This is an optimization exercise on Yosys and OpenROAD, whose aim is small area, not a production implementation. At most, simulation tests tie the RTL to the original design; equivalence was not proved. No driver is modelled on the clock port, so clocking that relies on it looks cheaper here than on a real chip. Power figures rest on the tool's default switching activity, not on a simulated workload.

## top
module top(
    input ck, reset,
    input start_button, reflex_button,
    output CA, CB, CC, CD, CE, CF, CG, DP,
    output led, block,
    output [7:0] AN
);
clock: 10.0 ns
lec_check: 0
abc_area: 1
cap_margin: 20
core_margin: 2
core_utilization: 85
slew_margin: 20
standard.sh (not shown) runs the stock make flow with config.mk's settings and CLKGATE_MAP_FILE= SYNTH_SCRIPT=/design/flow/synth_recipe.tcl, a recipe that flattens the netlist after the stock synthesis.
==> flow/flow/run.sh <==
#!/bin/bash
# Standard ORFS layout (the standard.sh), with these changes:
#  - synthesis maps logic with an area-oriented ABC script (flow/abc_area.script) and
#    without the adder-cell extraction step (ADDER_MAP_FILE empty); register mapping and
#    everything else in synthesis is the standard one
#  - port buffers use the smallest buffer cell
#  - clock tree synthesis arguments from flow/cts_args.txt (no dummy loads), then
#    flow/post_cts.tcl upsizes the clock buffers whose clock pins see the most slew
# Each step's full output goes to a log file in the work folder.
set -euo pipefail
W=$PWD
rm -rf "$W/myscripts"
cp -r "$FLOW_HOME/scripts" "$W/myscripts"
cp "$W/flow/abc_area.script" "$W/myscripts/abc_area.script"
SCRIPTS_DIR="$W/myscripts" ADDER_MAP_FILE= bash "$W/standard.sh" synth > "$W/synth.log" 2>&1
export BUFFER_PORTS_ARGS="-buffer_cell sky130_fd_sc_hd__buf_1"
export CTS_ARGS="$(cat "$W/flow/cts_args.txt")"
export POST_CTS_TCL="$W/flow/post_cts.tcl"
bash "$W/standard.sh" > "$W/layout.log" 2>&1
==> flow/flow/abc_area.script <==
strash
dc2
balance -l
resub -K 6 -l
rewrite -l
resub -K 6 -N 2 -l
refactor -l
resub -K 8 -l
balance -l
resub -K 8 -N 2 -l
rewrite -l
resub -K 10 -l
rewrite -z -l
resub -K 10 -N 2 -l
balance -l
resub -K 12 -l
refactor -z -l
resub -K 12 -N 2 -l
rewrite -z -l
balance -l
&get -n
&deepsyn -T 30
&dch -f
&nf -p -R 1000
&put
topo
==> flow/flow/cts_args.txt <==
-sink_clustering_enable -repair_clock_nets -buf_list sky130_fd_sc_hd__clkbuf_4 -dont_use_dummy_load
==> flow/flow/post_cts.tcl <==
set_propagated_clock [all_clocks]
estimate_parasitics -placement
foreach inst [get_cells clkbuf_*] {
  if { [get_property $inst ref_name] ne "sky130_fd_sc_hd__clkbuf_4" } { continue }
  set out [get_pins -of_objects $inst -filter "direction == output"]
  set worst 0
  foreach p [get_pins -of_objects [get_nets -of_objects $out] -filter "direction == input"] {
    if { [get_property $p lib_pin_name] ne "CLK" } { continue }
    set s [get_property $p slew_max]
    if { $s > $worst } { set worst $s }
  }
  if { $worst > 0.105 } {
    puts "post_cts: upsizing [get_full_name $inst] (clock pin slew [format %.1f [expr {$worst * 1000}]] ps)"
    replace_cell $inst sky130_fd_sc_hd__clkbuf_8
  }
}
detailed_placement
estimate_parasitics -placement
==> next run, changes <==
--- a/flow/config.mk
+++ b/flow/config.mk
@@ -9,4 +9,4 @@
 export CAP_MARGIN = 20
 export CORE_MARGIN = 2
-export CORE_UTILIZATION = 85
+export CORE_UTILIZATION = 40
 export SLEW_MARGIN = 20
After rerunning: Critical path depth does not change. Worst setup slack improved by 0.20 ns. Register-to-register slack improved by 0.44 ns. Global-route usage falls by 36 points. Total power is about the same. Clock-buffer cell count stays the same. Routed wire length falls by 33%. Final area rises by 2.3%. Sequential share of layout area falls by 1.3 points.
==> next run, changes <==
--- a/flow/config.mk
+++ b/flow/config.mk
@@ -9,4 +9,4 @@
 export CAP_MARGIN = 20
 export CORE_MARGIN = 2
-export CORE_UTILIZATION = 40
+export CORE_UTILIZATION = 75
 export SLEW_MARGIN = 20
The changed run completed with no timing, DRC or antenna violations.
Worst hold slack degrades by 0.012 ns.
Clock skew came out higher by 0.0081 ns.
Total power came out lower slightly.
Setup slack degrades by 0.051 ns.
Final cell count came out lower by roughly a tenth.
Flip-flop and latch count stays the same.
Die area came out lower by well over a third.
Routed wire length barely changes.
Synthesized area stays the same.

========
== rev 12 ==
top, a different RTL version from the one above (not shown whole).
Size: roughly 470 cells after synthesis.
clock: 10.0 ns
lec_check: 0
abc_area: 1
cap_margin: 20
core_margin: 2
core_utilization: 40
cts_buf_list: sky130_fd_sc_hd__clkbuf_8
slew_margin: 20
run.sh (not shown) runs the stock make flow with config.mk's settings and CLKGATE_MAP_FILE= SYNTH_SCRIPT=/design/flow/synth_recipe.tcl, a recipe that flattens the netlist after the stock synthesis.
Stock flow here: none of the scripts above is used.
## Diff of input files: rev 13 against rev 12
Settings: CTS_BUF_LIST changed from sky130_fd_sc_hd__clkbuf_8 to sky130_fd_sc_hd__clkbuf_4 sky130_fd_sc_hd__clkbuf_8.
==> summary.txt <==
- Both conditions hold for rev 13: the flow ran to the end and the final layout passed the timing, DRC and antenna checks.
- The clock share of power reported for rev 13 is greater than that of rev 12 by 0.6 points.
- On average wire per standard cell, rev 13 and rev 12 are basically level.
- In rev 13 the via count turned out 13 lower than in rev 12.
- Compared with rev 12, in rev 13 number of cells on the worst hold path level; wire length after detailed routing roughly the same; number of standard cells in the final layout excluding fillers comparable; share of cell area taken by flip-flops and latches comparable.
- In terms of number of tap cells inserted, rev 12 and rev 13 differ only marginally.
- In rev 13 the met2 wirelength from detailed routing turned out 1.8% higher than in rev 12.
No functional check of the RTL was part of any run of this note.

========
== harbor ==
The RTL this note starts from:
==> flow/design.v <==
`timescale 1ns/1ps
module top(
    input ck, reset,
    input start_button, reflex_button,
    output CA, CB, CC, CD, CE, CF, CG, DP,
    output led, block,
    output [7:0] AN
);
    localparam [3:0] S_IDLE = 4'd0, S_WR = 4'd1, S_T = 4'd2, S_CMP = 4'd3, S_LM = 4'd4;
    reg [3:0] st;
    reg [5:0] r6;        
    reg [9:0] ds;        
    reg [5:0] val;       
    reg [9:0] kl;        
    reg [1:0] err;       
    reg [3:0] cnt0, cnt1, cnt2, cnt3;
    reg [3:0] rec0, rec1, rec2, rec3;
    reg [3:0] rf;        
    reg [2:0] sel;
    reg ge;              
    wire in_idle = (st == S_IDLE);
    wire in_wr = (st == S_WR);
    wire in_t = (st == S_T);
    wire in_cmp = (st == S_CMP);
    wire in_lm = (st == S_LM);
    wire in_lock = st[3];
    wire [1:0] w = st[1:0];
    wire [15:0] k = {val, kl};
    wire k_fb = ~(k[15] ^ k[9] ^ k[3] ^ k[0]);
    wire lock_hit = (k[15:2] == 14'b11010011000000);
    wire ms_tick = in_t & k[10];
    wire wrap = ms_tick | lock_hit;
    wire lock_end = k[2];
    wire en_ds = (ds[8:0] == 9'd278);
    wire zero = ~|val;
    wire r6_top = r6[0] ^ (r6[5] | ~|r6[4:1]);
    wire val_fb = val[5] ^ (val[4] | ~|val[3:0]);
    wire [1:0] err_inc = {err[1] | err[0], err[1] | ~err[0]};
    wire eq = ({cnt3, cnt2, cnt1, cnt0} == {rec3, rec2, rec1, rec0});
    wire is_new = ~(ge | eq);
    wire clr_cnt = ~(in_t | in_cmp);
    reg [3:0] st_n;
    always @(*) begin
        if (in_lock) begin
            if (w == 2'd0) st_n = lock_end ? S_IDLE : st;
            else st_n = lock_hit ? {2'b10, w[1] & w[0], ~w[0]} : st;
        end else begin
            case (st)
                S_IDLE: st_n = start_button ? S_WR : S_IDLE;
                S_WR:   st_n = zero ? S_T : (reflex_button ? {2'b10, err_inc} : S_WR);
                S_T:    st_n = reflex_button ? S_CMP : S_T;
                S_CMP:  st_n = start_button ? (is_new ? S_LM : S_WR) : S_CMP;
                default: st_n = S_WR;
            endcase
        end
    end
    always @(posedge ck or posedge reset)
        if (reset) st <= S_IDLE;
        else st <= st_n;
    reg rf_fb;
    always @(*) begin
        case (rf)
            4'd0, 4'd2, 4'd5, 4'd11, 4'd7: rf_fb = 1'b1;
            4'd1, 4'd15, 4'd14, 4'd12, 4'd8: rf_fb = 1'b0;
            default: rf_fb = 1'bx;
        endcase
    end
    wire rf9 = rf[3] & ~rf[2] & ~rf[1];
    always @(posedge ck or posedge reset)
        if (reset) begin
            r6 <= 6'd0;
            ds <= 10'd556;
            err <= 2'd0;
            rf <= 4'd0;
            sel <= 3'd0;
        end else begin
            r6 <= {r6_top, r6[5:1]};
            ds <= {ds[8:0], ds[9] ^ ds[2] ^ en_ds};
            if (in_wr & ~zero & reflex_button) err <= err_inc;
            rf <= {rf[2:0], rf_fb};
            if (rf9) sel <= {sel[2] ^ (sel[1] & sel[0]), sel[1] ^ sel[0], ~sel[0]};
        end
    always @(posedge ck) begin
        if (in_wr) begin
            kl <= 10'd0;
            if (reflex_button) val <= 6'd0;
            else if (en_ds & ~zero) val <= {val[4:0], val_fb};
        end else if (in_t | in_lock) begin
            if (wrap) {val, kl} <= 16'd1;
            else {val, kl} <= {k[14:0], k_fb};
        end else begin
            val <= r6;
            kl <= 10'd0;
        end
    end
    function [3:0] inc10(input [3:0] d);
        inc10 = {(d[3] & ~d[0]) | (d[2] & d[1] & d[0]), d[2] ^ (d[1] & d[0]), (d[1] ^ d[0]) & ~d[3], ~d[0]};
    endfunction
    wire c0 = ms_tick & cnt0[3] & cnt0[0];
    wire c1 = c0 & cnt1[3] & cnt1[0];
    wire c2 = c1 & cnt2[3] & cnt2[0];
    wire c3 = c2 & cnt3[3] & cnt3[0];
    always @(posedge ck or posedge reset)
        if (reset) begin
            cnt0 <= 4'd9; cnt1 <= 4'd9; cnt2 <= 4'd9; cnt3 <= 4'd9;
        end else if (clr_cnt) begin
            cnt0 <= 4'd0; cnt1 <= 4'd0; cnt2 <= 4'd0; cnt3 <= 4'd0;
        end else begin
            if (ms_tick) cnt0 <= inc10(cnt0);
            if (c0) cnt1 <= inc10(cnt1);
            if (c1) cnt2 <= inc10(cnt2);
            if (c2) cnt3 <= inc10(cnt3);
        end
    always @(posedge ck)
        ge <= ~clr_cnt & ~c3 & (ge | eq);
    always @(posedge ck)
        if (in_lm | reset) begin
            rec0 <= cnt0; rec1 <= cnt1; rec2 <= cnt2; rec3 <= cnt3;
        end
    reg [3:0] dig;
    always @(*) begin
        case (sel)
            3'd0: dig = cnt0;
            3'd1: dig = cnt1;
            3'd2: dig = cnt2;
            3'd3: dig = cnt3;
            3'd4: dig = rec0;
            3'd5: dig = rec1;
            3'd6: dig = rec2;
            default: dig = rec3;
        endcase
    end
    reg [6:0] seg;
    always @(*) begin
        case (dig)
            4'd0: seg = 7'b0000001;
            4'd1: seg = 7'b1001111;
            4'd2: seg = 7'b0010010;
            4'd3: seg = 7'b0000110;
            4'd4: seg = 7'b1001100;
            4'd5: seg = 7'b0100100;
            4'd6: seg = 7'b0100000;
            4'd7: seg = 7'b0001111;
            4'd8: seg = 7'b0000000;
            4'd9: seg = 7'b0000100;
            default: seg = 7'bxxxxxxx;
        endcase
    end
    assign {CA, CB, CC, CD, CE, CF, CG} = seg;
    assign AN = ~(8'd1 << sel);
    assign DP = ~(sel[1] & sel[0]);
    assign led = in_t;
    assign block = in_lock;
endmodule
==> flow/config.mk <==
export PLATFORM = sky130hd
export DESIGN_NAME = top
export DESIGN_NICKNAME = top
export VERILOG_FILES = /design/flow/design.v
export SDC_FILE = /design/flow/constraint.sdc
export NUM_CORES = 4
export LEC_CHECK = 0
export ABC_AREA = 1
export CAP_MARGIN = 20
export CORE_MARGIN = 2
export CORE_UTILIZATION = 40
export SLEW_MARGIN = 20
==> flow/constraint.sdc <==
create_clock -name core_clock -period 10.0 [get_ports {ck}]
set_input_delay 2.0000 -clock core_clock [delete_from_list [all_inputs] [get_ports {ck}]]
set_output_delay 2.0000 -clock core_clock [all_outputs]
set_load 0.01 [all_outputs]
standard.sh (not shown) runs the stock make flow with config.mk's settings and CLKGATE_MAP_FILE= SYNTH_SCRIPT=/design/flow/synth_recipe.tcl, a recipe that flattens the netlist after the stock synthesis.
==> flow/flow/run.sh <==
#!/bin/bash
# Standard ORFS layout (the standard.sh), with these changes:
#  - synthesis maps logic with an area-oriented ABC script (flow/abc_area.script);
#    everything else in synthesis, including register mapping, is the standard one
#  - port buffers use the smallest buffer cell
#  - clock tree synthesis arguments from flow/cts_args.txt (no dummy loads)
# Each step's full output goes to a log file in the work folder.
set -euo pipefail
W=$PWD
rm -rf "$W/myscripts"
cp -r "$FLOW_HOME/scripts" "$W/myscripts"
cp "$W/flow/abc_area.script" "$W/myscripts/abc_area.script"
SCRIPTS_DIR="$W/myscripts" bash "$W/standard.sh" synth > "$W/synth.log" 2>&1
export BUFFER_PORTS_ARGS="-buffer_cell sky130_fd_sc_hd__buf_1"
export CTS_ARGS="$(cat "$W/flow/cts_args.txt")"
bash "$W/standard.sh" > "$W/layout.log" 2>&1
==> flow/flow/abc_area.script <==
strash
dc2
balance -l
resub -K 6 -l
rewrite -l
resub -K 6 -N 2 -l
refactor -l
resub -K 8 -l
balance -l
resub -K 8 -N 2 -l
rewrite -l
resub -K 10 -l
rewrite -z -l
resub -K 10 -N 2 -l
balance -l
resub -K 12 -l
refactor -z -l
resub -K 12 -N 2 -l
rewrite -z -l
balance -l
dch -f
amap
topo
==> flow/flow/cts_args.txt <==
-sink_clustering_enable -repair_clock_nets -buf_list sky130_fd_sc_hd__clkbuf_8 -dont_use_dummy_load
harbor was carried through to the last stage, and its layout satisfied the timing, DRC and antenna checks.
#### Input delta (quartz over harbor)
==> flow/flow/cts_args.txt <==
-sink_clustering_enable -repair_clock_nets -buf_list sky130_fd_sc_hd__clkbuf_4 -sink_clustering_size 8 -dont_use_dummy_load
==> summary.txt <==
In the flow results for quartz and harbor, the switching portion of total power is larger on quartz. Changes observed in quartz relative to harbor: worst setup slack decreased 0.053 ns; cell-internal power fell 39 uW; routed wire length shrank by about 0.7%; final clock period utilization by the worst path went up. harbor and quartz ended up with roughly the same register-to-register setup slack. quartz gives more clock skew than harbor did. quartz gives less global-route usage than harbor did. Per the comparison of quartz with harbor, combinational power share shows an increase of 1.5 points; worst stage delay on the critical path about even; met3 layer wire length in the routed design fell 6 um.
Function was not checked in any run of this note: the RTL went through the layout flow alone.

==> static timing again, ports no longer ideal <==
How much do the figures lean on ideal ports? The routed layouts below were timed once more, with nothing changed but the port constraints. Step 1 (the two cells are an assumption about what drives the block):
set clk [get_ports {ck}]
set_driving_cell -lib_cell sky130_fd_sc_hd__clkbuf_16 $clk
set_driving_cell -lib_cell sky130_fd_sc_hd__buf_2 [delete_from_list [all_inputs] $clk]
Step 2 adds t to the input delays and takes it off the output delays; t is the mean of the earliest and latest rising clock arrival at the registers after step 1. Input paths then give back, and output paths get back, about the clock's delay inside the block. a / b / c = no drivers / after step 1 / after step 2; a / b = the first two.
run | t, ns | slack for setup (ns) | worst setup path at the end | worst register clock-pin slew, ns
the first run of note 1 | 0.429 | 4.741 / 4.713 / 5.142 | register to output | 0.12 / 0.12
the second run of note 1 | 0.428 | 4.937 / 4.908 / 5.336 | register to output | 0.10 / 0.10
the third run of note 1 | 0.427 | 4.886 / 4.860 / 5.287 | register to output | 0.11 / 0.11
rev 12 | 0.387 | 4.717 / 4.688 / 5.075 | register to output | 0.09 / 0.09
rev 13 | 0.386 | 4.719 / 4.689 / 5.075 | register to output | 0.09 / 0.09
harbor | 0.372 | 4.825 / 4.794 / 5.167 | register to output | 0.08 / 0.08
quartz | 0.427 | 4.772 / 4.743 / 5.171 | register to output | 0.12 / 0.12
After both steps every run listed still meets setup and hold.
